This is an optimization exercise on Yosys and OpenROAD, whose aim is small area, not a production implementation. In this exercise RTL edits were held to simulation tests only and were not proved equivalent to the original. The flow treats the clock pin as an ideal source, which a real chip does not have. Power figures rest on the tool's default switching activity, not on a simulated workload.

==> flow/design.v <==
module gainAvs
   ( input  logic              clk,
     input  logic              reset,     
     input  logic              avsWr,
     input  logic   [ 31 : 0 ] avsWrData,
     output logic   [ 31 : 0 ] avsRdData,
     output logic   [ 15 : 0 ] coef );    
   logic            wrSat, hold;
   logic [ 15 : 0 ] coefNext;
   assign wrSat = avsWr & ( |avsWrData[ 31 : 16 ] );
   assign hold  = ~avsWr;
   for ( genvar i = 0; i < 16; i++ ) begin : gBit
      gainCoefBit coefBitInst
         ( .wr   ( avsWr          ),
           .hold ( hold           ),
           .sat  ( wrSat          ),
           .d    ( avsWrData[ i ] ),
           .q    ( coef[ i ]      ),
           .n    ( coefNext[ i ]  ) );
   end
   always_ff @( posedge clk, posedge reset )
   if ( reset ) begin
      avsRdData <= '0;
      coef      <= 16'd256;    
   end else begin
      coef      <= coefNext;
      avsRdData <= { 16'b0, coef };
   end
endmodule
module gainCoefBit
   ( input  logic wr, hold, sat, d, q,
     output logic n );
   assign n = ( wr & d ) | ( hold & q ) | sat;
endmodule
module gainMult
   ( input  logic                   clk,
     input  logic                   reset,
     input  logic                   st,
     input  logic signed [ 15 : 0 ] a,
     input  logic        [ 15 : 0 ] coef,
     output logic                   rdy,
     output logic signed [ 15 : 0 ] y );
   logic          [ 1 : 0 ] rdyReg;
   logic         [ 15 : 0 ] aReg;
   logic         [ 15 : 0 ] nCoef;
   logic          [ 7 : 0 ] bNOne, bNTwo, bNeg;    
   logic         [ 23 : 8 ] nP;                    
   logic         [ 14 : 0 ] aMag;                  
   logic         [ 15 : 0 ] cSuf;                  
   logic                    big, neg, ovf, nSet0, nSet1;
   logic         [ 15 : 0 ] yNext;
   logic         [ 16 : 0 ] ag, ap;
   logic pp1, pp2, pp3, pp4, pp5, pp6, pp7, pp8, pp9, pp10, pp11, pp12;
   logic pp13, pp14, pp15, pp16, pp17, pp18, pp19, pp20, pp21, pp22, pp23, pp24;
   logic pp25, pp26, pp27, pp28, pp29, pp30, pp31, pp32, pp33, pp34, pp35, pp36;
   logic pp37, pp38, pp39, pp40, pp41, pp42, pp43, pp44, pp45, pp46, pp47, pp48;
   logic pp49, pp50, pp51, pp52, pp53, pp54, pp55, pp56, pp57, pp58, pp59, pp60;
   logic pp61, pp62, pp63, pp64, pp65, pp66, pp67, pp68, pp69, pp70, pp71, pp72;
   logic pp73, pp74, pp75, pp76, pp77, pp78, pp79, pp80, pp81, pp82, pp83, pp84;
   logic pp85, pp86, pp87, pp88, pp89, pp90, pp91, pp92, pp93, pp94, pp95, pp96;
   logic pp97, pp98, pp99, pp100, pp101, pp102, pp103, pp104, pp105, pp106, pp107, pp108;
   logic pp109, pp110, pp111, pp112, pp113, pp114, pp115, pp116, pp117, pp118, pp119, pp120;
   logic pp121, pp122, pp123, pp124, s125, c126, s127, c128, s129, c130, s131, c132;
   logic s133, c134, s135, c136, s137, c138, s139, c140, s141, c142, s143, c144;
   logic s145, c146, s147, c148, s149, c150, s151, c152, s153, c154, s155, c156;
   logic s157, c158, s159, c160, s161, c162, s163, c164, s165, c166, s167, c168;
   logic s169, c170, s171, c172, s173, c174, s175, c176, s177, c178, s179, c180;
   logic s181, c182, s183, c184, s185, c186, s187, c188, s189, c190, s191, c192;
   logic s193, c194, s195, c196, s197, c198, s199, c200, s201, c202, s203, c204;
   logic s205, c206, s207, c208, s209, c210, s211, c212, s213, c214, s215, c216;
   logic s217, c218, s219, c220, s221, c222, s223, c224, s225, c226, s227, c228;
   logic s229, c230, s231, c232, s233, c234, s235, c236, s237, c238, s239, c240;
   logic s241, c242, s243, c244, s245, c246, s247, c248, s249, c250, s251, c252;
   logic s253, c254, s255, c256, s257, c258, s259, c260, s261, c262, s263, c264;
   logic s265, c266, s267, c268, s269, c270, s271, c272, s273, c274, s275, c276;
   logic s277, c278, s279, c280, s281, c282, s283, c284, s285, c286, s287, c288;
   logic s289, c290, s291, c292, s293, c294, s295, c296, s297, c298, s299, c300;
   logic s301, c302, s303, c304, s305, c306, s307, c308, s309, c310, s311, c312;
   logic s313, c314, s315, c316, s317, c318, s319, c320, s321, c322, s323, c324;
   logic s325, c326, s327, c328, s329, c330, c331, c332, c333, c334, c335, c336;
   logic c337, c338, pG339, pP340, pG341, pP342, pG343, pP344, pG345, pP346, pG347, pP348;
   logic pG349, pP350, pG351, pP352, pG353, pP354, pG355, pP356, pG357, pP358, pG359, pP360;
   logic pG361, pP362, pG363, pP364, pG365, pP366, pG367, pP368, pG369, pP370, pG371, pP372;
   logic pG373, pP374, pG375, pP376, pG377, pP378, pG379, pP380, pG381, pP382, pG383, pP384;
   logic pG385, pP386, pG387, pP388, pG389, pP390, pG391, pP392;
   always_ff @( posedge clk )
      aReg <= a;
   assign nCoef = ~coef;
   for ( genvar k = 0; k < 8; k++ ) begin : gEnc
      logic b2, b1, b0;
      assign b2 = aReg[ 2 * k + 1 ];
      assign b1 = aReg[ 2 * k ];
      if ( k == 0 ) begin : gLow
         assign b0 = 1'b0;
      end else begin : gHigh
         assign b0 = aReg[ 2 * k - 1 ];
      end
      assign bNOne[ k ] = ~( b1 ^ b0 );
      assign bNTwo[ k ] = ~( ( b2 & ~b1 & ~b0 ) | ( ~b2 & b1 & b0 ) );
      assign bNeg[ k ]  = b2;
   end
   gainBsel1 bsel1 ( bNOne[ 0 ], bNeg[ 0 ], nCoef[ 0 ], pp1 );
   gainBsel bsel2 ( bNOne[ 0 ], bNTwo[ 0 ], bNeg[ 0 ], nCoef[ 1 ], nCoef[ 0 ], pp2 );
   gainBsel bsel3 ( bNOne[ 0 ], bNTwo[ 0 ], bNeg[ 0 ], nCoef[ 2 ], nCoef[ 1 ], pp3 );
   gainBsel bsel4 ( bNOne[ 0 ], bNTwo[ 0 ], bNeg[ 0 ], nCoef[ 3 ], nCoef[ 2 ], pp4 );
   gainBsel bsel5 ( bNOne[ 0 ], bNTwo[ 0 ], bNeg[ 0 ], nCoef[ 4 ], nCoef[ 3 ], pp5 );
   gainBsel bsel6 ( bNOne[ 0 ], bNTwo[ 0 ], bNeg[ 0 ], nCoef[ 5 ], nCoef[ 4 ], pp6 );
   gainBsel bsel7 ( bNOne[ 0 ], bNTwo[ 0 ], bNeg[ 0 ], nCoef[ 6 ], nCoef[ 5 ], pp7 );
   gainBsel bsel8 ( bNOne[ 0 ], bNTwo[ 0 ], bNeg[ 0 ], nCoef[ 7 ], nCoef[ 6 ], pp8 );
   gainBsel bsel9 ( bNOne[ 0 ], bNTwo[ 0 ], bNeg[ 0 ], nCoef[ 8 ], nCoef[ 7 ], pp9 );
   gainBsel bsel10 ( bNOne[ 0 ], bNTwo[ 0 ], bNeg[ 0 ], nCoef[ 9 ], nCoef[ 8 ], pp10 );
   gainBsel bsel11 ( bNOne[ 0 ], bNTwo[ 0 ], bNeg[ 0 ], nCoef[ 10 ], nCoef[ 9 ], pp11 );
   gainBsel bsel12 ( bNOne[ 0 ], bNTwo[ 0 ], bNeg[ 0 ], nCoef[ 11 ], nCoef[ 10 ], pp12 );
   gainBsel bsel13 ( bNOne[ 0 ], bNTwo[ 0 ], bNeg[ 0 ], nCoef[ 12 ], nCoef[ 11 ], pp13 );
   gainBsel bsel14 ( bNOne[ 0 ], bNTwo[ 0 ], bNeg[ 0 ], nCoef[ 13 ], nCoef[ 12 ], pp14 );
   gainBsel bsel15 ( bNOne[ 0 ], bNTwo[ 0 ], bNeg[ 0 ], nCoef[ 14 ], nCoef[ 13 ], pp15 );
   gainBsel bsel16 ( bNOne[ 0 ], bNTwo[ 0 ], bNeg[ 0 ], nCoef[ 15 ], nCoef[ 14 ], pp16 );
   gainBsel1 bsel17 ( bNTwo[ 0 ], bNeg[ 0 ], nCoef[ 15 ], pp17 );
   assign pp18 = ~bNeg[ 0 ];
   gainBsel1 bsel19 ( bNOne[ 1 ], bNeg[ 1 ], nCoef[ 0 ], pp19 );
   gainBsel bsel20 ( bNOne[ 1 ], bNTwo[ 1 ], bNeg[ 1 ], nCoef[ 1 ], nCoef[ 0 ], pp20 );
   gainBsel bsel21 ( bNOne[ 1 ], bNTwo[ 1 ], bNeg[ 1 ], nCoef[ 2 ], nCoef[ 1 ], pp21 );
   gainBsel bsel22 ( bNOne[ 1 ], bNTwo[ 1 ], bNeg[ 1 ], nCoef[ 3 ], nCoef[ 2 ], pp22 );
   gainBsel bsel23 ( bNOne[ 1 ], bNTwo[ 1 ], bNeg[ 1 ], nCoef[ 4 ], nCoef[ 3 ], pp23 );
   gainBsel bsel24 ( bNOne[ 1 ], bNTwo[ 1 ], bNeg[ 1 ], nCoef[ 5 ], nCoef[ 4 ], pp24 );
   gainBsel bsel25 ( bNOne[ 1 ], bNTwo[ 1 ], bNeg[ 1 ], nCoef[ 6 ], nCoef[ 5 ], pp25 );
   gainBsel bsel26 ( bNOne[ 1 ], bNTwo[ 1 ], bNeg[ 1 ], nCoef[ 7 ], nCoef[ 6 ], pp26 );
   gainBsel bsel27 ( bNOne[ 1 ], bNTwo[ 1 ], bNeg[ 1 ], nCoef[ 8 ], nCoef[ 7 ], pp27 );
   gainBsel bsel28 ( bNOne[ 1 ], bNTwo[ 1 ], bNeg[ 1 ], nCoef[ 9 ], nCoef[ 8 ], pp28 );
   gainBsel bsel29 ( bNOne[ 1 ], bNTwo[ 1 ], bNeg[ 1 ], nCoef[ 10 ], nCoef[ 9 ], pp29 );
   gainBsel bsel30 ( bNOne[ 1 ], bNTwo[ 1 ], bNeg[ 1 ], nCoef[ 11 ], nCoef[ 10 ], pp30 );
   gainBsel bsel31 ( bNOne[ 1 ], bNTwo[ 1 ], bNeg[ 1 ], nCoef[ 12 ], nCoef[ 11 ], pp31 );
   gainBsel bsel32 ( bNOne[ 1 ], bNTwo[ 1 ], bNeg[ 1 ], nCoef[ 13 ], nCoef[ 12 ], pp32 );
   gainBsel bsel33 ( bNOne[ 1 ], bNTwo[ 1 ], bNeg[ 1 ], nCoef[ 14 ], nCoef[ 13 ], pp33 );
   gainBsel bsel34 ( bNOne[ 1 ], bNTwo[ 1 ], bNeg[ 1 ], nCoef[ 15 ], nCoef[ 14 ], pp34 );
   gainBsel1 bsel35 ( bNTwo[ 1 ], bNeg[ 1 ], nCoef[ 15 ], pp35 );
   assign pp36 = ~bNeg[ 1 ];
   gainBsel1 bsel37 ( bNOne[ 2 ], bNeg[ 2 ], nCoef[ 0 ], pp37 );
   gainBsel bsel38 ( bNOne[ 2 ], bNTwo[ 2 ], bNeg[ 2 ], nCoef[ 1 ], nCoef[ 0 ], pp38 );
   gainBsel bsel39 ( bNOne[ 2 ], bNTwo[ 2 ], bNeg[ 2 ], nCoef[ 2 ], nCoef[ 1 ], pp39 );
   gainBsel bsel40 ( bNOne[ 2 ], bNTwo[ 2 ], bNeg[ 2 ], nCoef[ 3 ], nCoef[ 2 ], pp40 );
   gainBsel bsel41 ( bNOne[ 2 ], bNTwo[ 2 ], bNeg[ 2 ], nCoef[ 4 ], nCoef[ 3 ], pp41 );
   gainBsel bsel42 ( bNOne[ 2 ], bNTwo[ 2 ], bNeg[ 2 ], nCoef[ 5 ], nCoef[ 4 ], pp42 );
   gainBsel bsel43 ( bNOne[ 2 ], bNTwo[ 2 ], bNeg[ 2 ], nCoef[ 6 ], nCoef[ 5 ], pp43 );
   gainBsel bsel44 ( bNOne[ 2 ], bNTwo[ 2 ], bNeg[ 2 ], nCoef[ 7 ], nCoef[ 6 ], pp44 );
   gainBsel bsel45 ( bNOne[ 2 ], bNTwo[ 2 ], bNeg[ 2 ], nCoef[ 8 ], nCoef[ 7 ], pp45 );
   gainBsel bsel46 ( bNOne[ 2 ], bNTwo[ 2 ], bNeg[ 2 ], nCoef[ 9 ], nCoef[ 8 ], pp46 );
   gainBsel bsel47 ( bNOne[ 2 ], bNTwo[ 2 ], bNeg[ 2 ], nCoef[ 10 ], nCoef[ 9 ], pp47 );
   gainBsel bsel48 ( bNOne[ 2 ], bNTwo[ 2 ], bNeg[ 2 ], nCoef[ 11 ], nCoef[ 10 ], pp48 );
   gainBsel bsel49 ( bNOne[ 2 ], bNTwo[ 2 ], bNeg[ 2 ], nCoef[ 12 ], nCoef[ 11 ], pp49 );
   gainBsel bsel50 ( bNOne[ 2 ], bNTwo[ 2 ], bNeg[ 2 ], nCoef[ 13 ], nCoef[ 12 ], pp50 );
   gainBsel bsel51 ( bNOne[ 2 ], bNTwo[ 2 ], bNeg[ 2 ], nCoef[ 14 ], nCoef[ 13 ], pp51 );
   gainBsel bsel52 ( bNOne[ 2 ], bNTwo[ 2 ], bNeg[ 2 ], nCoef[ 15 ], nCoef[ 14 ], pp52 );
   gainBsel1 bsel53 ( bNTwo[ 2 ], bNeg[ 2 ], nCoef[ 15 ], pp53 );
   assign pp54 = ~bNeg[ 2 ];
   gainBsel1 bsel55 ( bNOne[ 3 ], bNeg[ 3 ], nCoef[ 0 ], pp55 );
   gainBsel bsel56 ( bNOne[ 3 ], bNTwo[ 3 ], bNeg[ 3 ], nCoef[ 1 ], nCoef[ 0 ], pp56 );
   gainBsel bsel57 ( bNOne[ 3 ], bNTwo[ 3 ], bNeg[ 3 ], nCoef[ 2 ], nCoef[ 1 ], pp57 );
   gainBsel bsel58 ( bNOne[ 3 ], bNTwo[ 3 ], bNeg[ 3 ], nCoef[ 3 ], nCoef[ 2 ], pp58 );
   gainBsel bsel59 ( bNOne[ 3 ], bNTwo[ 3 ], bNeg[ 3 ], nCoef[ 4 ], nCoef[ 3 ], pp59 );
   gainBsel bsel60 ( bNOne[ 3 ], bNTwo[ 3 ], bNeg[ 3 ], nCoef[ 5 ], nCoef[ 4 ], pp60 );
   gainBsel bsel61 ( bNOne[ 3 ], bNTwo[ 3 ], bNeg[ 3 ], nCoef[ 6 ], nCoef[ 5 ], pp61 );
   gainBsel bsel62 ( bNOne[ 3 ], bNTwo[ 3 ], bNeg[ 3 ], nCoef[ 7 ], nCoef[ 6 ], pp62 );
   gainBsel bsel63 ( bNOne[ 3 ], bNTwo[ 3 ], bNeg[ 3 ], nCoef[ 8 ], nCoef[ 7 ], pp63 );
   gainBsel bsel64 ( bNOne[ 3 ], bNTwo[ 3 ], bNeg[ 3 ], nCoef[ 9 ], nCoef[ 8 ], pp64 );
   gainBsel bsel65 ( bNOne[ 3 ], bNTwo[ 3 ], bNeg[ 3 ], nCoef[ 10 ], nCoef[ 9 ], pp65 );
   gainBsel bsel66 ( bNOne[ 3 ], bNTwo[ 3 ], bNeg[ 3 ], nCoef[ 11 ], nCoef[ 10 ], pp66 );
   gainBsel bsel67 ( bNOne[ 3 ], bNTwo[ 3 ], bNeg[ 3 ], nCoef[ 12 ], nCoef[ 11 ], pp67 );
   gainBsel bsel68 ( bNOne[ 3 ], bNTwo[ 3 ], bNeg[ 3 ], nCoef[ 13 ], nCoef[ 12 ], pp68 );
   gainBsel bsel69 ( bNOne[ 3 ], bNTwo[ 3 ], bNeg[ 3 ], nCoef[ 14 ], nCoef[ 13 ], pp69 );
   gainBsel bsel70 ( bNOne[ 3 ], bNTwo[ 3 ], bNeg[ 3 ], nCoef[ 15 ], nCoef[ 14 ], pp70 );
   gainBsel1 bsel71 ( bNTwo[ 3 ], bNeg[ 3 ], nCoef[ 15 ], pp71 );
   assign pp72 = ~bNeg[ 3 ];
   gainBsel1 bsel73 ( bNOne[ 4 ], bNeg[ 4 ], nCoef[ 0 ], pp73 );
   gainBsel bsel74 ( bNOne[ 4 ], bNTwo[ 4 ], bNeg[ 4 ], nCoef[ 1 ], nCoef[ 0 ], pp74 );
   gainBsel bsel75 ( bNOne[ 4 ], bNTwo[ 4 ], bNeg[ 4 ], nCoef[ 2 ], nCoef[ 1 ], pp75 );
   gainBsel bsel76 ( bNOne[ 4 ], bNTwo[ 4 ], bNeg[ 4 ], nCoef[ 3 ], nCoef[ 2 ], pp76 );
   gainBsel bsel77 ( bNOne[ 4 ], bNTwo[ 4 ], bNeg[ 4 ], nCoef[ 4 ], nCoef[ 3 ], pp77 );
   gainBsel bsel78 ( bNOne[ 4 ], bNTwo[ 4 ], bNeg[ 4 ], nCoef[ 5 ], nCoef[ 4 ], pp78 );
   gainBsel bsel79 ( bNOne[ 4 ], bNTwo[ 4 ], bNeg[ 4 ], nCoef[ 6 ], nCoef[ 5 ], pp79 );
   gainBsel bsel80 ( bNOne[ 4 ], bNTwo[ 4 ], bNeg[ 4 ], nCoef[ 7 ], nCoef[ 6 ], pp80 );
   gainBsel bsel81 ( bNOne[ 4 ], bNTwo[ 4 ], bNeg[ 4 ], nCoef[ 8 ], nCoef[ 7 ], pp81 );
   gainBsel bsel82 ( bNOne[ 4 ], bNTwo[ 4 ], bNeg[ 4 ], nCoef[ 9 ], nCoef[ 8 ], pp82 );
   gainBsel bsel83 ( bNOne[ 4 ], bNTwo[ 4 ], bNeg[ 4 ], nCoef[ 10 ], nCoef[ 9 ], pp83 );
   gainBsel bsel84 ( bNOne[ 4 ], bNTwo[ 4 ], bNeg[ 4 ], nCoef[ 11 ], nCoef[ 10 ], pp84 );
   gainBsel bsel85 ( bNOne[ 4 ], bNTwo[ 4 ], bNeg[ 4 ], nCoef[ 12 ], nCoef[ 11 ], pp85 );
   gainBsel bsel86 ( bNOne[ 4 ], bNTwo[ 4 ], bNeg[ 4 ], nCoef[ 13 ], nCoef[ 12 ], pp86 );
   gainBsel bsel87 ( bNOne[ 4 ], bNTwo[ 4 ], bNeg[ 4 ], nCoef[ 14 ], nCoef[ 13 ], pp87 );
   gainBsel bsel88 ( bNOne[ 4 ], bNTwo[ 4 ], bNeg[ 4 ], nCoef[ 15 ], nCoef[ 14 ], pp88 );
   gainBsel1 bsel89 ( bNOne[ 5 ], bNeg[ 5 ], nCoef[ 0 ], pp89 );
   gainBsel bsel90 ( bNOne[ 5 ], bNTwo[ 5 ], bNeg[ 5 ], nCoef[ 1 ], nCoef[ 0 ], pp90 );
   gainBsel bsel91 ( bNOne[ 5 ], bNTwo[ 5 ], bNeg[ 5 ], nCoef[ 2 ], nCoef[ 1 ], pp91 );
   gainBsel bsel92 ( bNOne[ 5 ], bNTwo[ 5 ], bNeg[ 5 ], nCoef[ 3 ], nCoef[ 2 ], pp92 );
   gainBsel bsel93 ( bNOne[ 5 ], bNTwo[ 5 ], bNeg[ 5 ], nCoef[ 4 ], nCoef[ 3 ], pp93 );
   gainBsel bsel94 ( bNOne[ 5 ], bNTwo[ 5 ], bNeg[ 5 ], nCoef[ 5 ], nCoef[ 4 ], pp94 );
   gainBsel bsel95 ( bNOne[ 5 ], bNTwo[ 5 ], bNeg[ 5 ], nCoef[ 6 ], nCoef[ 5 ], pp95 );
   gainBsel bsel96 ( bNOne[ 5 ], bNTwo[ 5 ], bNeg[ 5 ], nCoef[ 7 ], nCoef[ 6 ], pp96 );
   gainBsel bsel97 ( bNOne[ 5 ], bNTwo[ 5 ], bNeg[ 5 ], nCoef[ 8 ], nCoef[ 7 ], pp97 );
   gainBsel bsel98 ( bNOne[ 5 ], bNTwo[ 5 ], bNeg[ 5 ], nCoef[ 9 ], nCoef[ 8 ], pp98 );
   gainBsel bsel99 ( bNOne[ 5 ], bNTwo[ 5 ], bNeg[ 5 ], nCoef[ 10 ], nCoef[ 9 ], pp99 );
   gainBsel bsel100 ( bNOne[ 5 ], bNTwo[ 5 ], bNeg[ 5 ], nCoef[ 11 ], nCoef[ 10 ], pp100 );
   gainBsel bsel101 ( bNOne[ 5 ], bNTwo[ 5 ], bNeg[ 5 ], nCoef[ 12 ], nCoef[ 11 ], pp101 );
   gainBsel bsel102 ( bNOne[ 5 ], bNTwo[ 5 ], bNeg[ 5 ], nCoef[ 13 ], nCoef[ 12 ], pp102 );
   gainBsel1 bsel103 ( bNOne[ 6 ], bNeg[ 6 ], nCoef[ 0 ], pp103 );
   gainBsel bsel104 ( bNOne[ 6 ], bNTwo[ 6 ], bNeg[ 6 ], nCoef[ 1 ], nCoef[ 0 ], pp104 );
   gainBsel bsel105 ( bNOne[ 6 ], bNTwo[ 6 ], bNeg[ 6 ], nCoef[ 2 ], nCoef[ 1 ], pp105 );
   gainBsel bsel106 ( bNOne[ 6 ], bNTwo[ 6 ], bNeg[ 6 ], nCoef[ 3 ], nCoef[ 2 ], pp106 );
   gainBsel bsel107 ( bNOne[ 6 ], bNTwo[ 6 ], bNeg[ 6 ], nCoef[ 4 ], nCoef[ 3 ], pp107 );
   gainBsel bsel108 ( bNOne[ 6 ], bNTwo[ 6 ], bNeg[ 6 ], nCoef[ 5 ], nCoef[ 4 ], pp108 );
   gainBsel bsel109 ( bNOne[ 6 ], bNTwo[ 6 ], bNeg[ 6 ], nCoef[ 6 ], nCoef[ 5 ], pp109 );
   gainBsel bsel110 ( bNOne[ 6 ], bNTwo[ 6 ], bNeg[ 6 ], nCoef[ 7 ], nCoef[ 6 ], pp110 );
   gainBsel bsel111 ( bNOne[ 6 ], bNTwo[ 6 ], bNeg[ 6 ], nCoef[ 8 ], nCoef[ 7 ], pp111 );
   gainBsel bsel112 ( bNOne[ 6 ], bNTwo[ 6 ], bNeg[ 6 ], nCoef[ 9 ], nCoef[ 8 ], pp112 );
   gainBsel bsel113 ( bNOne[ 6 ], bNTwo[ 6 ], bNeg[ 6 ], nCoef[ 10 ], nCoef[ 9 ], pp113 );
   gainBsel bsel114 ( bNOne[ 6 ], bNTwo[ 6 ], bNeg[ 6 ], nCoef[ 11 ], nCoef[ 10 ], pp114 );
   gainBsel1 bsel115 ( bNOne[ 7 ], bNeg[ 7 ], nCoef[ 0 ], pp115 );
   gainBsel bsel116 ( bNOne[ 7 ], bNTwo[ 7 ], bNeg[ 7 ], nCoef[ 1 ], nCoef[ 0 ], pp116 );
   gainBsel bsel117 ( bNOne[ 7 ], bNTwo[ 7 ], bNeg[ 7 ], nCoef[ 2 ], nCoef[ 1 ], pp117 );
   gainBsel bsel118 ( bNOne[ 7 ], bNTwo[ 7 ], bNeg[ 7 ], nCoef[ 3 ], nCoef[ 2 ], pp118 );
   gainBsel bsel119 ( bNOne[ 7 ], bNTwo[ 7 ], bNeg[ 7 ], nCoef[ 4 ], nCoef[ 3 ], pp119 );
   gainBsel bsel120 ( bNOne[ 7 ], bNTwo[ 7 ], bNeg[ 7 ], nCoef[ 5 ], nCoef[ 4 ], pp120 );
   gainBsel bsel121 ( bNOne[ 7 ], bNTwo[ 7 ], bNeg[ 7 ], nCoef[ 6 ], nCoef[ 5 ], pp121 );
   gainBsel bsel122 ( bNOne[ 7 ], bNTwo[ 7 ], bNeg[ 7 ], nCoef[ 7 ], nCoef[ 6 ], pp122 );
   gainBsel bsel123 ( bNOne[ 7 ], bNTwo[ 7 ], bNeg[ 7 ], nCoef[ 8 ], nCoef[ 7 ], pp123 );
   gainBsel bsel124 ( bNOne[ 7 ], bNTwo[ 7 ], bNeg[ 7 ], nCoef[ 9 ], nCoef[ 8 ], pp124 );
   gainHa ha126 ( bNeg[ 5 ], pp11, s125, c126 );
   gainHa ha128 ( pp12, pp28, s127, c128 );
   gainFa fa130 ( bNeg[ 6 ], pp13, pp29, s129, c130 );
   gainHa ha132 ( pp45, pp61, s131, c132 );
   gainFa fa134 ( pp14, pp30, pp46, s133, c134 );
   gainHa ha136 ( pp62, pp78, s135, c136 );
   gainFa fa138 ( bNeg[ 7 ], pp15, pp31, s137, c138 );
   gainFa fa140 ( pp47, pp63, pp79, s139, c140 );
   gainHa ha142 ( pp93, pp105, s141, c142 );
   gainFa fa144 ( pp16, pp32, pp48, s143, c144 );
   gainFa fa146 ( pp64, pp80, pp94, s145, c146 );
   gainHa ha148 ( pp106, pp116, s147, c148 );
   gainFa fa150 ( pp17, pp33, pp49, s149, c150 );
   gainFa fa152 ( pp65, pp81, pp95, s151, c152 );
   gainHa ha154 ( pp107, pp117, s153, c154 );
   gainFa1 fa156 ( pp18, pp34, s155, c156 );
   gainFa fa158 ( pp50, pp66, pp82, s157, c158 );
   gainFa fa160 ( pp96, pp108, pp118, s159, c160 );
   gainFa1 fa162 ( pp35, pp51, s161, c162 );
   gainFa fa164 ( pp67, pp83, pp97, s163, c164 );
   gainHa ha166 ( pp109, pp119, s165, c166 );
   gainFa fa168 ( pp36, pp52, pp68, s167, c168 );
   gainFa fa170 ( pp84, pp98, pp110, s169, c170 );
   gainFa1 fa172 ( pp53, pp69, s171, c172 );
   gainHa ha174 ( pp85, pp99, s173, c174 );
   gainFa fa176 ( pp54, pp70, pp86, s175, c176 );
   assign s177 = ~pp71;
   assign c178 = pp71;
   gainHa ha180 ( bNeg[ 3 ], pp7, s179, c180 );
   gainHa ha182 ( pp8, pp24, s181, c182 );
   gainFa fa184 ( bNeg[ 4 ], pp9, pp25, s183, c184 );
   gainHa ha186 ( pp41, pp57, s185, c186 );
   gainFa fa188 ( pp10, pp26, pp42, s187, c188 );
   gainHa ha190 ( pp58, pp74, s189, c190 );
   gainFa fa192 ( pp27, pp43, pp59, s191, c192 );
   gainFa fa194 ( pp75, pp89, s125, s193, c194 );
   gainFa fa196 ( pp44, pp60, pp76, s195, c196 );
   gainFa fa198 ( pp90, s127, c126, s197, c198 );
   gainFa fa200 ( pp77, pp91, pp103, s199, c200 );
   gainFa fa202 ( s131, c128, s129, s201, c202 );
   gainFa fa204 ( pp92, pp104, s135, s203, c204 );
   gainFa fa206 ( c132, c130, s133, s205, c206 );
   gainFa fa208 ( pp115, s141, c136, s207, c208 );
   gainFa fa210 ( c134, s137, s139, s209, c210 );
   gainFa fa212 ( s147, c142, c138, s211, c212 );
   gainFa fa214 ( c140, s143, s145, s213, c214 );
   gainFa fa216 ( s153, c148, c144, s215, c216 );
   gainFa fa218 ( c146, s149, s151, s217, c218 );
   gainFa fa220 ( c154, c150, c152, s219, c220 );
   gainFa fa222 ( s155, s157, s159, s221, c222 );
   gainFa fa224 ( s165, c156, c158, s223, c224 );
   gainFa fa226 ( c160, s161, s163, s225, c226 );
   gainFa fa228 ( pp120, c166, c162, s227, c228 );
   gainFa fa230 ( c164, s167, s169, s229, c230 );
   gainFa fa232 ( pp111, pp121, s173, s231, c232 );
   gainFa fa234 ( c168, c170, s171, s233, c234 );
   gainFa fa236 ( pp100, pp112, pp122, s235, c236 );
   gainFa fa238 ( c174, c172, s175, s237, c238 );
   gainFa fa240 ( pp87, pp101, pp113, s239, c240 );
   gainFa fa242 ( pp123, s177, c176, s241, c242 );
   gainFa fa244 ( pp72, pp88, pp102, s243, c244 );
   gainFa fa246 ( pp114, pp124, c178, s245, c246 );
   gainHa ha248 ( bNeg[ 2 ], pp5, s247, c248 );
   gainHa ha250 ( pp6, pp22, s249, c250 );
   gainFa fa252 ( pp23, pp39, pp55, s251, c252 );
   gainFa fa254 ( pp40, pp56, s181, s253, c254 );
   gainFa fa256 ( pp73, s185, c182, s255, c256 );
   gainFa fa258 ( s189, c186, c184, s257, c258 );
   gainFa fa260 ( c190, c188, s191, s259, c260 );
   gainFa fa262 ( c192, s195, c194, s261, c262 );
   gainFa fa264 ( c196, s199, c198, s263, c264 );
   gainFa fa266 ( c200, s203, c202, s265, c266 );
   gainFa fa268 ( c204, s207, c206, s267, c268 );
   gainFa fa270 ( c208, s211, c210, s269, c270 );
   gainFa fa272 ( c212, s215, c214, s271, c272 );
   gainFa fa274 ( c216, s219, c218, s273, c274 );
   gainFa fa276 ( c220, s223, c222, s275, c276 );
   gainFa fa278 ( c224, s227, c226, s277, c278 );
   gainFa fa280 ( s231, c228, c230, s279, c280 );
   gainFa fa282 ( s235, c232, c234, s281, c282 );
   gainFa fa284 ( c236, s239, s241, s283, c284 );
   gainFa fa286 ( c240, s243, s245, s285, c286 );
   gainHa ha288 ( bNeg[ 1 ], pp3, s287, c288 );
   gainHa ha290 ( pp4, pp20, s289, c290 );
   gainFa fa292 ( pp21, pp37, s247, s291, c292 );
   gainFa fa294 ( pp38, s249, c248, s293, c294 );
   gainFa fa296 ( s179, c250, s251, s295, c296 );
   gainFa fa298 ( c180, c252, s253, s297, c298 );
   gainFa fa300 ( s183, c254, s255, s299, c300 );
   gainFa fa302 ( s187, c256, s257, s301, c302 );
   gainFa fa304 ( s193, c258, s259, s303, c304 );
   gainFa fa306 ( s197, c260, s261, s305, c306 );
   gainFa fa308 ( s201, c262, s263, s307, c308 );
   gainFa fa310 ( s205, c264, s265, s309, c310 );
   gainFa fa312 ( s209, c266, s267, s311, c312 );
   gainFa fa314 ( s213, c268, s269, s313, c314 );
   gainFa fa316 ( s217, c270, s271, s315, c316 );
   gainFa fa318 ( s221, c272, s273, s317, c318 );
   gainFa fa320 ( s225, c274, s275, s319, c320 );
   gainFa fa322 ( s229, c276, s277, s321, c322 );
   gainFa fa324 ( s233, c278, s279, s323, c324 );
   gainFa fa326 ( s237, c280, s281, s325, c326 );
   gainFa fa328 ( c238, c282, s283, s327, c328 );
   gainFa fa330 ( c242, s285, c284, s329, c330 );
   assign c331 = bNeg[ 0 ] & pp1;
   assign c332 = pp2 & c331;
   gainMaj maj333 ( pp19, s287, c332, c333 );
   gainMaj maj334 ( s289, c288, c333, c334 );
   gainMaj maj335 ( s291, c290, c334, c335 );
   gainMaj maj336 ( s293, c292, c335, c336 );
   gainMaj maj337 ( s295, c294, c336, c337 );
   gainMaj maj338 ( s297, c296, c337, c338 );
   assign ag[ 0 ] = 1'b1 & c338;
   assign ap[ 0 ] = 1'b1 ^ c338;
   assign ag[ 1 ] = s299 & c298;
   assign ap[ 1 ] = s299 ^ c298;
   assign ag[ 2 ] = s301 & c300;
   assign ap[ 2 ] = s301 ^ c300;
   assign ag[ 3 ] = s303 & c302;
   assign ap[ 3 ] = s303 ^ c302;
   assign ag[ 4 ] = s305 & c304;
   assign ap[ 4 ] = s305 ^ c304;
   assign ag[ 5 ] = s307 & c306;
   assign ap[ 5 ] = s307 ^ c306;
   assign ag[ 6 ] = s309 & c308;
   assign ap[ 6 ] = s309 ^ c308;
   assign ag[ 7 ] = s311 & c310;
   assign ap[ 7 ] = s311 ^ c310;
   assign ag[ 8 ] = s313 & c312;
   assign ap[ 8 ] = s313 ^ c312;
   assign ag[ 9 ] = s315 & c314;
   assign ap[ 9 ] = s315 ^ c314;
   assign ag[ 10 ] = s317 & c316;
   assign ap[ 10 ] = s317 ^ c316;
   assign ag[ 11 ] = s319 & c318;
   assign ap[ 11 ] = s319 ^ c318;
   assign ag[ 12 ] = s321 & c320;
   assign ap[ 12 ] = s321 ^ c320;
   assign ag[ 13 ] = s323 & c322;
   assign ap[ 13 ] = s323 ^ c322;
   assign ag[ 14 ] = s325 & c324;
   assign ap[ 14 ] = s325 ^ c324;
   assign ag[ 15 ] = s327 & c326;
   assign ap[ 15 ] = s327 ^ c326;
   assign ag[ 16 ] = s329 & c328;
   assign ap[ 16 ] = s329 ^ c328;
   assign pG339 = ag[ 1 ] | ( ap[ 1 ] & ag[ 0 ] );
   assign pP340 = ap[ 1 ] & ap[ 0 ];
   assign pG341 = ag[ 3 ] | ( ap[ 3 ] & ag[ 2 ] );
   assign pP342 = ap[ 3 ] & ap[ 2 ];
   assign pG343 = ag[ 5 ] | ( ap[ 5 ] & ag[ 4 ] );
   assign pP344 = ap[ 5 ] & ap[ 4 ];
   assign pG345 = ag[ 7 ] | ( ap[ 7 ] & ag[ 6 ] );
   assign pP346 = ap[ 7 ] & ap[ 6 ];
   assign pG347 = ag[ 9 ] | ( ap[ 9 ] & ag[ 8 ] );
   assign pP348 = ap[ 9 ] & ap[ 8 ];
   assign pG349 = ag[ 11 ] | ( ap[ 11 ] & ag[ 10 ] );
   assign pP350 = ap[ 11 ] & ap[ 10 ];
   assign pG351 = ag[ 13 ] | ( ap[ 13 ] & ag[ 12 ] );
   assign pP352 = ap[ 13 ] & ap[ 12 ];
   assign pG353 = ag[ 15 ] | ( ap[ 15 ] & ag[ 14 ] );
   assign pP354 = ap[ 15 ] & ap[ 14 ];
   assign pG355 = pG341 | ( pP342 & pG339 );
   assign pP356 = pP342 & pP340;
   assign pG357 = pG345 | ( pP346 & pG343 );
   assign pP358 = pP346 & pP344;
   assign pG359 = pG349 | ( pP350 & pG347 );
   assign pP360 = pP350 & pP348;
   assign pG361 = pG353 | ( pP354 & pG351 );
   assign pP362 = pP354 & pP352;
   assign pG363 = pG357 | ( pP358 & pG355 );
   assign pP364 = pP358 & pP356;
   assign pG365 = pG361 | ( pP362 & pG359 );
   assign pP366 = pP362 & pP360;
   assign pG367 = pG365 | ( pP366 & pG363 );
   assign pP368 = pP366 & pP364;
   assign pG369 = pG359 | ( pP360 & pG363 );
   assign pP370 = pP360 & pP364;
   assign pG371 = pG343 | ( pP344 & pG355 );
   assign pP372 = pP344 & pP356;
   assign pG373 = pG347 | ( pP348 & pG363 );
   assign pP374 = pP348 & pP364;
   assign pG375 = pG351 | ( pP352 & pG369 );
   assign pP376 = pP352 & pP370;
   assign pG377 = ag[ 2 ] | ( ap[ 2 ] & pG339 );
   assign pP378 = ap[ 2 ] & pP340;
   assign pG379 = ag[ 4 ] | ( ap[ 4 ] & pG355 );
   assign pP380 = ap[ 4 ] & pP356;
   assign pG381 = ag[ 6 ] | ( ap[ 6 ] & pG371 );
   assign pP382 = ap[ 6 ] & pP372;
   assign pG383 = ag[ 8 ] | ( ap[ 8 ] & pG363 );
   assign pP384 = ap[ 8 ] & pP364;
   assign pG385 = ag[ 10 ] | ( ap[ 10 ] & pG373 );
   assign pP386 = ap[ 10 ] & pP374;
   assign pG387 = ag[ 12 ] | ( ap[ 12 ] & pG369 );
   assign pP388 = ap[ 12 ] & pP370;
   assign pG389 = ag[ 14 ] | ( ap[ 14 ] & pG375 );
   assign pP390 = ap[ 14 ] & pP376;
   assign pG391 = ag[ 16 ] | ( ap[ 16 ] & pG367 );
   assign pP392 = ap[ 16 ] & pP368;
   assign nP[ 8 ] = ~( ap[ 1 ] ^ ag[ 0 ] );
   assign nP[ 9 ] = ~( ap[ 2 ] ^ pG339 );
   assign nP[ 10 ] = ~( ap[ 3 ] ^ pG377 );
   assign nP[ 11 ] = ~( ap[ 4 ] ^ pG355 );
   assign nP[ 12 ] = ~( ap[ 5 ] ^ pG379 );
   assign nP[ 13 ] = ~( ap[ 6 ] ^ pG371 );
   assign nP[ 14 ] = ~( ap[ 7 ] ^ pG381 );
   assign nP[ 15 ] = ~( ap[ 8 ] ^ pG363 );
   assign nP[ 16 ] = ~( ap[ 9 ] ^ pG383 );
   assign nP[ 17 ] = ~( ap[ 10 ] ^ pG373 );
   assign nP[ 18 ] = ~( ap[ 11 ] ^ pG385 );
   assign nP[ 19 ] = ~( ap[ 12 ] ^ pG369 );
   assign nP[ 20 ] = ~( ap[ 13 ] ^ pG387 );
   assign nP[ 21 ] = ~( ap[ 14 ] ^ pG375 );
   assign nP[ 22 ] = ~( ap[ 15 ] ^ pG389 );
   assign nP[ 23 ] = ~( ap[ 16 ] ^ pG367 );
   assign aMag = aReg[ 14 : 0 ] ^ { 15{ aReg[ 15 ] } };
   assign cSuf[ 15 ] = coef[ 15 ];
   for ( genvar k = 14; k >= 0; k-- ) begin : gSuf
      assign cSuf[ k ] = cSuf[ k + 1 ] | coef[ k ];
   end
   assign big = |( aMag[ 14 : 8 ] & { cSuf[ 9 ], cSuf[ 10 ], cSuf[ 11 ], cSuf[ 12 ], cSuf[ 13 ], cSuf[ 14 ], cSuf[ 15 ] } );
   assign neg = aReg[ 15 ] & cSuf[ 0 ];
   assign ovf = big | ~( nP[ 23 ] ^ neg );
   assign nSet0 = ~( ovf & ~neg );
   for ( genvar k = 0; k < 15; k++ ) begin : gSat
      gainSat satInst ( ovf, nP[ k + 8 ], nSet0, yNext[ k ] );
   end
   assign yNext[ 15 ] = neg;
   always_ff @( posedge clk, posedge reset )
   if ( reset ) begin
      y      <= '0;
      rdyReg <= '0;
   end else begin
      rdyReg <= { rdyReg[ 0 ], st };
      y      <= yNext;
   end
   assign rdy = rdyReg[ 1 ];
endmodule
module gainBsel
   ( input  logic nOne, nTwo, neg, nc0, nc1,
     output logic x );
   assign x = ~( ( nOne | nc0 ) & ( nTwo | nc1 ) ) ^ neg;
endmodule
module gainBsel1
   ( input  logic nSel, neg, nc,
     output logic x );
   assign x = ~( nSel | nc ) ^ neg;
endmodule
module gainFa
   ( input  logic a, b, ci,
     output logic s, co );
   assign s  = a ^ b ^ ci;
   assign co = ( a & b ) | ( a & ci ) | ( b & ci );
endmodule
module gainFa1
   ( input  logic a, b,
     output logic s, co );
   assign s  = ~( a ^ b );
   assign co = a | b;
endmodule
module gainHa
   ( input  logic a, b,
     output logic s, co );
   assign s  = a ^ b;
   assign co = a & b;
endmodule
module gainMaj
   ( input  logic a, b, ci,
     output logic co );
   assign co = ( a & b ) | ( a & ci ) | ( b & ci );
endmodule
module gainSat
   ( input  logic ovf, nP, nSet,
     output logic y );
   assign y = ~( ( ovf | nP ) & nSet );
endmodule
module gain
   ( input  logic                 clk,
     input  logic                 reset,
     input  logic                 avsWr,
     input  logic        [ 31 : 0 ] avsWrData,
     output logic        [ 31 : 0 ] avsRdData,
     input  logic                 st,
     input  logic signed [ 15 : 0 ] a,
     output logic                 rdy,
     output logic signed [ 15 : 0 ] y );
   logic [ 15 : 0 ] coef;
   gainAvs gainAvsInst
      ( .clk       ( clk       ),
        .reset     ( reset     ),
        .avsWr     ( avsWr     ),
        .avsWrData ( avsWrData ),
        .avsRdData ( avsRdData ),
        .coef      ( coef      ) );
   gainMult gainMultInst
      ( .clk   ( clk                ),
        .reset ( reset              ),
        .st    ( st                 ),
        .a     ( a                  ),
        .coef  ( avsRdData[ 15 : 0 ] ),
        .rdy   ( rdy                ),
        .y     ( y                  ) );
endmodule
==> flow/flow/run.sh <==
#!/bin/bash
# Standard layout (the standard.sh: standard synthesis and ORFS steps) with these
# changes: every combinational cell is set to its smallest drive strength after
# floorplan (flow/downsize.tcl; later repair steps size up what they need), the ports
# are buffered with the smallest buffer cell, clock tree synthesis adds no dummy
# loads, and the repairs after floorplan use only buf_1 and buf_2 (flow/smallbuf.tcl).
# Each ORFS step keeps its own log under orfs/logs/; make's output goes to
# standard_flow.log.
set -euo pipefail
here=$(pwd)
sb=$here/flow/smallbuf.tcl
bash standard.sh "POST_FLOORPLAN_TCL=$here/flow/downsize.tcl" \
  'BUFFER_PORTS_ARGS=-buffer_cell sky130_fd_sc_hd__buf_1' \
  'CTS_ARGS=-sink_clustering_enable -repair_clock_nets -buf_list sky130_fd_sc_hd__clkbuf_8 -dont_use_dummy_load' \
  "PRE_GLOBAL_PLACE_TCL=$sb" "PRE_RESIZE_TCL=$sb" "PRE_REPAIR_TIMING_POST_PLACE_TCL=$sb" \
  "PRE_CTS_TCL=$sb" "PRE_GLOBAL_ROUTE_TCL=$sb" \
  finish > standard_flow.log 2>&1
==> flow/flow/downsize.tcl <==
# Sourced after floorplan (POST_FLOORPLAN_TCL): give every combinational cell
# the smallest drive strength of its function; the later repair steps size up
# what timing, slew and capacitance need.
set skip {^(df|dl|sdf|edf|conb|tap|fill|decap|diode|clk|lpflow|probe|macro)}
set dont_use [split [string trim $::env(DONT_USE_CELLS)]]
set n_swapped 0
foreach inst [get_cells *] {
  set m [get_property $inst ref_name]
  if { ![regexp {^sky130_fd_sc_hd__(.+)_([0-9]+)$} $m -> base drv] } { continue }
  if { [regexp $skip $base] } { continue }
  set best ""
  set best_area 1e9
  foreach lc [get_lib_cells sky130_fd_sc_hd__${base}_*] {
    set name [get_property $lc name]
    if { ![regexp "^sky130_fd_sc_hd__${base}_\[0-9\]+\$" $name] } { continue }
    if { [lsearch -exact $dont_use $name] >= 0 } { continue }
    set a [get_property $lc area]
    if { $a < $best_area } {
      set best_area $a
      set best $name
    }
  }
  if { $best ne "" && $best ne $m } {
    set cur_area [get_property [lindex [get_lib_cells $m] 0] area]
    if { $best_area < $cur_area } {
      replace_cell [get_property $inst full_name] $best
      incr n_swapped
    }
  }
}
puts "downsize: $n_swapped cells downsized"
==> flow/flow/smallbuf.tcl <==
# Sourced before the steps that repair the design: leave only the two smallest
# buffers to the repairs.
set_dont_use {sky130_fd_sc_hd__buf_4 sky130_fd_sc_hd__buf_6 sky130_fd_sc_hd__buf_8 sky130_fd_sc_hd__buf_12 sky130_fd_sc_hd__buf_16}
==> flow/standard.sh <==
#!/bin/bash
# synth_recipe.tcl (not shown) runs the flow's synth.tcl, then flattens the netlist and writes it again
# the make line also repeats each setting of config.mk as NAME=value (left out here)
make -C /OpenROAD-flow-scripts/flow DESIGN_CONFIG=/design/flow/config.mk WORK_HOME=/design/flow/orfs CLKGATE_MAP_FILE= SYNTH_SCRIPT=/design/flow/synth_recipe.tcl "${@:-finish}"
==> flow/config.mk <==
export PLATFORM = sky130hd
export DESIGN_NAME = gain
export DESIGN_NICKNAME = gain
export VERILOG_FILES = /design/flow/design.v
export SDC_FILE = /design/flow/constraint.sdc
export NUM_CORES = 4
export LEC_CHECK = 0
export CAP_MARGIN = 20
export CORE_MARGIN = 2
export CORE_UTILIZATION = 75
export CTS_BUF_LIST = sky130_fd_sc_hd__clkbuf_8
export SETUP_SLACK_MARGIN = 0.05
export SLEW_MARGIN = 20
export SYNTH_HIERARCHICAL = 1
export SYNTH_MINIMUM_KEEP_SIZE = 0
==> flow/constraint.sdc <==
create_clock -name core_clock -period 6.4 [get_ports {clk}]
set_input_delay 1.2800 -clock core_clock [delete_from_list [all_inputs] [get_ports {clk}]]
set_output_delay 1.2800 -clock core_clock [all_outputs]
set_load 0.01 [all_outputs]
==> summary.md, run 1 <==
| Metric | Value |
|---|---|
| Outcome | no timing/DRC/antenna violations |
| WP data required | 6.67 ns |
| Worst-path clk slew | 0.08 ns |
| PD cells | 635 nW/um2 |
| RSZ-0062 raised after global routing | false |
| Die area | 10900 um2 |
| CP Class | flip-flop to flip-flop |
| Area leader, netlist | fa_1 |
| CTS sink count | 66 |
| DR iter-0 viols | 425 |
| Post-CTS Setup Inserts | 0 |
| Fmax | 0.166 GHz |
| Clock Power Share | 5.6% |
| Final slew viol count | 0 |
| Leakage | ~3.3 nW |
| Ys async rst share | between 70% and 80% |
| Io pins | 101 |
| List of most frequent post-synthesis cells | 124 x xor2_1, 108 x o22ai_2, 90 x fa_1, 53 x inv_1, 49 x dfrtp_1 |
| Hold_buf cts | 0 |
| Worst Hold Class | flip-flop to flip-flop |
| Mapped cell area | 7590 um2 |
| Clk Latency, worst-skew pair | 0.36 ns |
| Power Internal | 0.00246 W |
| Most frequent cell after synthesis | xor2_1 |
| Detailed-route wire length per cell | around 19 um |
| Final hold violation count | 0 |
| Share of cells above drive strength 1 | 1.96% |
| R2r endpoint | gainMultInst.y[8]$_DFF_PP0_ |
| TNS Setup | 0 ns |
| Row count | 36 |
| Combinational fraction of design power | about 85% |
| Headroom to the max-slew limit | between 20 and 30% |
| First-pass GRT wire length | between 20 and 30 mm |
| Cells after Synth | roughly 650 |
| Final net count | ~950 |
| Switching power | 0.00243 W |
| Diodes inserted | 0 |
| Reg2reg path depth | 16 |
| Clk_skew | 0.0210 ns |
| Ys Warns | 8 |
| Synth Register Bits | 66 |
| GRT Total Usage | 33.6% |
| R2R Setup Slk | 0.38 ns |
| Sw frac | 49.8% |
| Placer Congestion | approximately 0.92 |
| Total grt overflow | 0 |
| Post-CTS sizing | 0 |
| Remaining DRCs | 0 |
| Top cell family by delay on the critical path | adder cells |
| Critical path startpoint category | flip-flop |
| Drt via density | 6.25 |
| Syn-to-layout area delta | 1.50% |
| Most frequent CP cell | maj3_1 |
| Port buffer count | 84 |
| TritonCTS buffer count | 9 |
| CP Capture Type | flip-flop |
| DIE HEIGHT | 105 um |
| Final ANT Viol Nets | 0 |
| Tcrit/Tclk final | 94.1% |
| Sequential area share after synthesis | 20.7% |
| Share of the synthesized area in the top cell type | 23.7% |
| CP Cell Sequence | dlygate4sd1_1, xor2_1, ha_1, maj3_1, maj3_1, maj3_1, maj3_1, maj3_1, fa_1, a211o_1, a21oi_1, a211o_1, a211o_1, a21oi_1, or3b_1, o21ai_1 |
| Maxcap violations | 0 |
| Max VDD drop | 0.770 mV |
| Fin crit period | between 6 and 7 ns |
| Slew of the pin with the lowest slew margin | 1.06 ns |
| WHS Endpoint | gainMultInst.rdyReg[1]$_DFF_PP0_ |
| Slowest stage cell, crit path | dlygate4sd1_1 |
| Pre-antenna DRT Iters | 4 |
| EDFF count, synth | 0 |
| Dominant cells by area after synthesis | fa_1 24%, o22ai_2 18%, dfrtp_1 16% |
| Post-synthesis cell type count | 45 |
| Reg-to-reg critical path startpoint | gainMultInst.aReg[1]$_DFF_P_ |
| Post-DP HPWL | 13.2 mm |
| Die width | 105 um |
| Worst Min Path Start | gainMultInst.rdyReg[0]$_DFF_PP0_ |
| Critical path fanouts, max | 15 |
| Register share of total power | 9.6% |
| Routed wire length | 17.1 mm |
| Starting Density | 77.3% |
| Number of global-route vias before repair | 5735 |
| Core ar. | 9820 um2 |
| Final setup fails | 0 |
| Non-Filler Instances | 900 |
| TritonCTS clock tree | yes |
| Vias | 5628 |
| CP Buf/Inv Count | 1 |
| CP peak stage delay | 0.76 ns |
| Hold depth | 0 |
| Initial antenna violation count | 0 |
| Pin count of the biggest net entering global routing | 33 |
| CP arrival | 6.29 ns |
| Inst Count DP | 891 |
| Ys flop type | dfrtp_1 |
| Avg Inst Size Synth | 11.8 um2 |
-- kinds of logic (layout without fill, tap and decap cells) --
group	after synthesis	after routing	share of synthesized area, %
AO/OA/AOI/OAI	181	181	24.6
XOR/XNOR	139	139	16.0
adder cells (fa/ha/maj)	132	132	30.5
buffers and inverters	73	179	4.40
flip-flops	66	66	20.7
multiplexers	1	1	0.132
other	1	16	0.0494
AND/OR/NAND/NOR	53	53	3.49
-- cell type report --
class                   count  area (um2)
clock buffers               9         124
inverters                  53         199
fillers                   703        2110
repair buffers            117         608
flip-flops and latches     66        1570
well taps                 133         166
multi-input cells         522        5040
-- routing by layer --
metal / vias up / global-route usage [%] / wire length, um
met2: 269 / 56.0 / 8630
li1: 2515 / - / -
met4: 0 / 16.1 / 704
met1: 2789 / 43.3 / 6620
met5: - / 0 / 0
met3: 55 / 5.18 / 1190
-- how the worst max path moves through the flow --
| stage | depth (start not counted) | end | start |
|---|---|---|---|
| 3_5_place_dp | 16 | gainMultInst.y[0]$_DFF_PP0_ | gainMultInst.aReg[1]$_DFF_P_ |
| 4_1_cts | 16 | gainMultInst.y[2]$_DFF_PP0_ | gainMultInst.aReg[1]$_DFF_P_ |
| 6_report | 16 | gainMultInst.y[8]$_DFF_PP0_ | gainMultInst.aReg[1]$_DFF_P_ |
| 5_1_grt | 16 | gainMultInst.y[0]$_DFF_PP0_ | gainMultInst.aReg[1]$_DFF_P_ |
| 2_1_floorplan | 18 | gainMultInst.y[0]$_DFF_PP0_ | gainMultInst.aReg[1]$_DFF_P_ |
| 3_3_place_gp | 16 | gainMultInst.y[5]$_DFF_PP0_ | gainMultInst.aReg[1]$_DFF_P_ |
-- power groups by stage --
stage	combinational, W	sequential, W	clock (W)
floorplan	0.00342	0.000493	0
global route	0.00481	0.000473	0.000293
CTS	0.00415	0.000469	0.000281
global placement	0.00399	0.000476	0
detailed placement	0.00411	0.000477	0
finish	0.00415	0.000469	0.000273
-- Yosys stat by module (local to each module, per instance), excerpt --
| module | flip-flops and latches | cells inside | area, um2 |
|---|---|---|---|
| gainMult | 34 | 199 | 1940 |
| gainAvs | 32 | 56 | 967 |
| gainFa1 | 0 | 5 | 27.5 |
| gainBsel | 0 | 2 | 21.3 |
| gainFa | 0 | 1 | 20.0 |
| gainBsel1 | 0 | 2 | 12.5 |
| gainCoefBit | 0 | 1 | 10.0 |
| gainSat | 0 | 1 | 5.00 |
-- through the flow --
step	hold WS, ns	total power [W]	worst slack (ns)	area (um2)	utilization (%)
after floorplan	0.331	0.00391	0.135	7650	-
after global placement	0.334	0.00447	0.569	7580	77.2
after detailed placement	0.364	0.00459	0.391	7580	77.2
after CTS	0.372	0.00490	0.388	7710	78.5
after global routing	0.389	0.00557	0.0721	7710	78.5
final	0.355	0.00489	0.379	7710	78.5
-- placed cells by master (no fill, tap or decap), types with 11 or more instances in the layout --
| cell | instances |
|---|---|
| xor2_1 | 124 |
| o22ai_1 | 109 |
| fa_1 | 90 |
| buf_1 | 84 |
| inv_1 | 52 |
| dfrtp_1 | 49 |
| ha_1 | 36 |
| dlygate4sd1_1 | 30 |
| nor2_1 | 20 |
| conb_1 | 16 |
| a221o_1 | 16 |
| a21oi_1 | 16 |
| dfxtp_1 | 16 |
| xnor2_1 | 15 |
| o21ai_1 | 15 |
| nand2_1 | 11 |
-- registers in the layout, indices dropped and copies added (netlist names) --
register and count:
gainMultInst.y 16, gainAvsInst.avsRdData 16, gainMultInst.rdyReg 2, gainAvsInst.coef 16, gainMultInst.aReg 16
==> inputs of run 2 (changes only) <==
--- a/flow/design.v
+++ b/flow/design.v
@@ -238,15 +238,18 @@
    gainFa fa150 ( pp17, pp33, pp49, s149, c150 );
    gainFa fa152 ( pp65, pp81, pp95, s151, c152 );
    gainHa ha154 ( pp107, pp117, s153, c154 );
-   gainFa1 fa156 ( pp18, pp34, s155, c156 );
+   gainXnor xn156 ( pp18, pp34, s155 );
+   gainOr or156 ( pp18, pp34, c156 );
    gainFa fa158 ( pp50, pp66, pp82, s157, c158 );
    gainFa fa160 ( pp96, pp108, pp118, s159, c160 );
-   gainFa1 fa162 ( pp35, pp51, s161, c162 );
+   gainXnor xn162 ( pp35, pp51, s161 );
+   gainOr or162 ( pp35, pp51, c162 );
    gainFa fa164 ( pp67, pp83, pp97, s163, c164 );
    gainHa ha166 ( pp109, pp119, s165, c166 );
    gainFa fa168 ( pp36, pp52, pp68, s167, c168 );
    gainFa fa170 ( pp84, pp98, pp110, s169, c170 );
-   gainFa1 fa172 ( pp53, pp69, s171, c172 );
+   gainXnor xn172 ( pp53, pp69, s171 );
+   gainOr or172 ( pp53, pp69, c172 );
    gainHa ha174 ( pp85, pp99, s173, c174 );
    gainFa fa176 ( pp54, pp70, pp86, s175, c176 );
    assign s177 = ~pp71;
@@ -478,10 +481,14 @@
    assign s  = a ^ b ^ ci;
    assign co = ( a & b ) | ( a & ci ) | ( b & ci );
 endmodule
-module gainFa1
+module gainXnor
    ( input  logic a, b,
-     output logic s, co );
-   assign s  = ~( a ^ b );
+     output logic s );
+   assign s = ~( a ^ b );
+endmodule
+module gainOr
+   ( input  logic a, b,
+     output logic co );
    assign co = a | b;
 endmodule
 module gainHa
==> flow/flow/run.sh (replaced) <==
#!/bin/bash
# Standard layout (the standard.sh: standard synthesis and ORFS steps) with these
# changes: every combinational cell is set to its smallest drive strength after
# floorplan (flow/downsize.tcl; later repair steps size up what they need), the ports
# are buffered with the smallest buffer cell, and clock tree synthesis adds no dummy
# loads, and the constant outputs share one tie cell. Each ORFS step keeps its own log under orfs/logs/; make's output goes to
# standard_flow.log.
set -euo pipefail
here=$(pwd)
bash standard.sh "POST_FLOORPLAN_TCL=$here/flow/downsize.tcl" \
  'BUFFER_PORTS_ARGS=-buffer_cell sky130_fd_sc_hd__buf_1' \
  'CTS_ARGS=-sink_clustering_enable -repair_clock_nets -buf_list sky130_fd_sc_hd__clkbuf_8 -dont_use_dummy_load' \
  'SKIP_REPAIR_TIE_FANOUT=1' finish > standard_flow.log 2>&1
--- a/flow/config.mk
+++ b/flow/config.mk
@@ -7,7 +7,7 @@
 export LEC_CHECK = 0
 export CAP_MARGIN = 20
 export CORE_MARGIN = 2
-export CORE_UTILIZATION = 75
+export CORE_UTILIZATION = 90
 export CTS_BUF_LIST = sky130_fd_sc_hd__clkbuf_8
 export SETUP_SLACK_MARGIN = 0.05
 export SLEW_MARGIN = 20
removed: flow/flow/smallbuf.tcl
==> summary.md, run 2 <==
| Metric | Value |
|---|---|
| CTS sink count | 66 |
| Avg Inst Size Synth | 11.9 um2 |
| Ys Warns | 8 |
| Share of cells above drive strength 1 | between 6 and 7% |
| Tcrit/Tclk final | a little over nine tenths |
| Slowest stage cell, crit path | or3b_2 |
| GRT met2 Usage | 75.1% |
| CP peak stage delay | about 0.67 ns |
| Register share of total power | under 10% |
| Fin crit period | approximately 6.0 ns |
| DR iter-0 viols | 906 |
| Synth Register Bits | between 60 and 70 |
| Critical path startpoint category | flip-flop |
| Final setup fails | 0 |
| List of most frequent post-synthesis cells | 124 x xor2_1, 108 x o22ai_2, 90 x fa_1, 49 x dfrtp_1, 41 x inv_1 |
| Placer Congestion | around 0.95 |
| Critical path fanouts, max | 15 |
| Sequential area share after synthesis | a little over a fifth |
| Global routing's busiest layer | met2 |
| Max VDD drop | about 0.81 mV |
| WP data required | 6.65 ns |
| Final hold violation count | 0 |
| TNS Setup | 0 ns |
| Final ANT Viol Nets | 0 |
| CP Class | flip-flop to flip-flop |
| Final net count | 918 |
| Core ar. | 8180 um2 |
| Routed wire length | roughly 20 mm |
| H-tree depth | 3 |
| EDFF count, synth | 0 |
| Port buffer count | 84 |
| Io pins | 101 |
| Post-synthesis simple-gate area fraction | under 10% |
| Commonest cells after routing, fill and taps aside | 124 x xor2_1, 109 x o22ai_1, 90 x fa_1 |
| Sw frac | 51.7% |
| Hold_buf cts | 0 |
| Commonest non-fill, non-tap cell in the layout | xor2_1 |
| Main combinational cell family by area after synthesis | adder cells |
| R2R Setup Slk | roughly 0.40 ns |
| Most frequent cell after synthesis | xor2_1 |
| Die area | 9150 um2 |
| Die width | 95.6 um |
| Fmax | ~0.17 GHz |
| Diodes inserted | 0 |
| TritonCTS buffer count | 9 |
| Pre-antenna DRT Iters | 9 |
| Vias | 6051 |
| Met1 Use GR | between 50% and 60% |
| Clk_skew | 0.0171 ns |
| CP Capture Type | flip-flop |
| Worst-path clk slew | ~0.08 ns |
| Area leader, netlist | fa_1 |
| GRT Total Usage | around 46% |
| Detailed-route wire length per cell | 23.1 um |
| PD cells | 699 nW/um2 |
| Starting Density | 92.4% |
| TritonCTS clock tree | yes |
| Clock buffer depth | 2 |
| Clock Tree Root | clkbuf_8 |
| First-pass GRT wire length | 31.5 mm |
| Most frequent CP cell | maj3_1 |
| Pin count of the biggest net entering global routing | 33 |
| Worst Hold Class | flip-flop to flip-flop |
| Clk Latency, worst-skew pair | 0.36 ns |
| CP Cell Sequence | inv_1, nand2_1, o22ai_1, xor2_1, ha_1, maj3_1, maj3_1, maj3_1, maj3_1, maj3_1, maj3_1, fa_1, a211o_1, a21oi_2, a211o_1, a211o_1, a21oi_1, or3b_2, o21ai_1 |
| Inst Count DP | 836 |
| Clock Power Share | 5.2% |
| RSZ-0062 raised after global routing | false |
| Area post-placement | 7400 um2 |
| Slew of the pin with the lowest slew margin | 0.970 ns |
| Post-DP HPWL | 14.0 mm |
| Non-Filler Instances | 846 |
| Ys flop type | dfrtp_1 |
| Cells after Synth | 637 |
| Dominant cells by area after synthesis | fa_1 24%, o22ai_2 18%, dfrtp_1 16% |
| Number of global-route vias before repair | approximately 6.3k |
| Leakage | 3.16 nW |
| Fillers | approximately 310 |
| Post-synthesis compound-gate area fraction | around a quarter |
| Mapped cell area | approximately 7600 um2 |
| Switching power | 0.00272 W |
| Final slew viol count | 0 |
| Initial antenna violation count | 0 |
| Outcome | no timing/DRC/antenna violations |
| Area share of xor/xnor cells in the synthesized design | between 10% and 20% |
| DIE HEIGHT | 95.6 um |
| Drt via density | 7.15 |
| Headroom to the max-slew limit | 34.8% |
| Ys async rst share | about three quarters |
| Cell area after layout | 7540 um2 |
| Share of the synthesized area in the top cell type | 23.8% |
| Remaining DRCs | 0 |
| Maxcap violations | 0 |
| Mux cell area share after synthesis | 0.132% |
| Power Internal | 0.00255 W |
| CP arrival | 6.25 ns |
| Post-synthesis cell type count | 46 |
| Combinational fraction of design power | 85.9% |
| Syn-to-layout area delta | -0.199% |
| Met3 Use GR | 14.9% |
| Row count | 33 |
| Fraction of the mapped netlist area in adder cells | a little under a third |
| Total grt overflow | 0 |
[run 2: final cells by class]
| class | count | area, um2 | area share (%) |
|---|---|---|---|
| Multi-Input combinational cell | 510 | 5010 | 66.5 |
| Clock buffer | 9 | 124 | 1.64 |
| Tap cell | 105 | 131 | 1.74 |
| Timing Repair Buffer | 115 | 548 | 7.27 |
| Inverter | 41 | 154 | 2.04 |
| Sequential cell | 66 | 1570 | 20.9 |
[run 2: per-stage QoR]
stage	hold WS (ns)	setup WS [ns]	power, W	utilization (%)
6_report	0.348	0.396	0.00527	92.3
5_1_grt	0.351	0.140	0.00581	92.3
4_1_cts	0.347	0.290	0.00518	92.0
3_5_place_dp	0.343	0.378	0.00482	90.5
3_3_place_gp	0.336	0.662	0.00442	90.4
2_1_floorplan	0.331	0.135	0.00391	-
[run 2: worst max-delay path, delay by kind of cell (launching register included)]
| family | cells | cell delay (ns) |
|---|---|---|
| xor+xnor | 1 | 0.17 |
| fa+ha+maj | 8 | 2.86 |
| compound gates | 7 | 1.48 |
| simple gates | 2 | 0.82 |
| buf+inv | 1 | 0.25 |
| flops | 1 | 0.30 |
[run 2: metal layers]
layer	share of wire, %	vias to the layer above
li1	-	2486
met1	34	2907
met2	48	499
met3	11	159
met4	7.2	0
met5	0	-
[run 2: timing repair]
item                                    in CTS  in global routing
gates resized for setup                      0                  3
setup buffers                                0                  0
endpoints found under the setup margin       0                 15
[run 2: logic make-up (layout without fill, tap and decap cells)]
logic type,count (synthesis),in the layout
AO/OA/AOI/OAI,181,181
XOR/XNOR,142,142
adder cells (fa/ha/maj),129,129
buffers and inverters,61,165
flip-flops,66,66
multiplexers,1,1
other,1,1
AND/OR/NAND/NOR,56,56
[run 2: power by group through the flow]
| stage | Clock, W | Sequential [W] | Combinational [W] |
|---|---|---|---|
| floorplan | 0 | 0.000493 | 0.00342 |
| global placement | 0 | 0.000474 | 0.00395 |
| detailed placement | 0 | 0.000475 | 0.00435 |
| CTS | 0.000270 | 0.000468 | 0.00444 |
| global route | 0.000289 | 0.000474 | 0.00504 |
| finish | 0.000272 | 0.000470 | 0.00453 |
[run 2: worst paths after layout]
path | start | endpoint | cells after the start
max | gainMultInst.aReg[0]$_DFF_P_ | gainMultInst.y[8]$_DFF_PP0_ | 19
min | gainMultInst.rdyReg[0]$_DFF_PP0_ | gainMultInst.rdyReg[1]$_DFF_PP0_ | 0
max reg2reg | gainMultInst.aReg[0]$_DFF_P_ | gainMultInst.y[8]$_DFF_PP0_ | 19
min reg2reg | gainMultInst.rdyReg[0]$_DFF_PP0_ | gainMultInst.rdyReg[1]$_DFF_PP0_ | 0
max in group asynchronous | reset | gainMultInst.y[7]$_DFF_PP0_ | 2
min in group asynchronous | reset | gainAvsInst.avsRdData[3]$_DFF_PP0_ | 2
[run 2: modules after synthesis, one instance, submodules excluded, excerpt]
module | cells inside | times used
gainAvs | 56 | 1
gainFa | 1 | 82
gainMaj | 1 | 6
gainOr | 1 | 3
gainBsel1 | 2 | 12
gainSat | 1 | 15
gainCoefBit | 1 | 16
gainXnor | 1 | 3
gainHa | 1 | 17
gainMult | 199 | 1
gainBsel | 2 | 108

[port drivers added, routing unchanged]
Ports are ideal in the flow. The routed layouts listed here were re-timed in OpenROAD. Step 1 assumes that a clkbuf_16 drives the clock port and a buf_2 every other input. Step 2, shift: input delay + t, output delay - t, t = (earliest + latest rising clock arrival at the registers) / 2. This alone moves slack from input paths to output paths. a / b / c = no drivers / after step 1 / after step 2; a / b = the first two.
run | t, ns | setup WS [ns] | worst setup path after step 2
run 1 | 0.384 | 0.379 / 0.379 / 0.379 | register to register
run 2 | 0.379 | 0.396 / 0.396 / 0.396 | register to register
After both steps setup and hold are still met in every run listed.
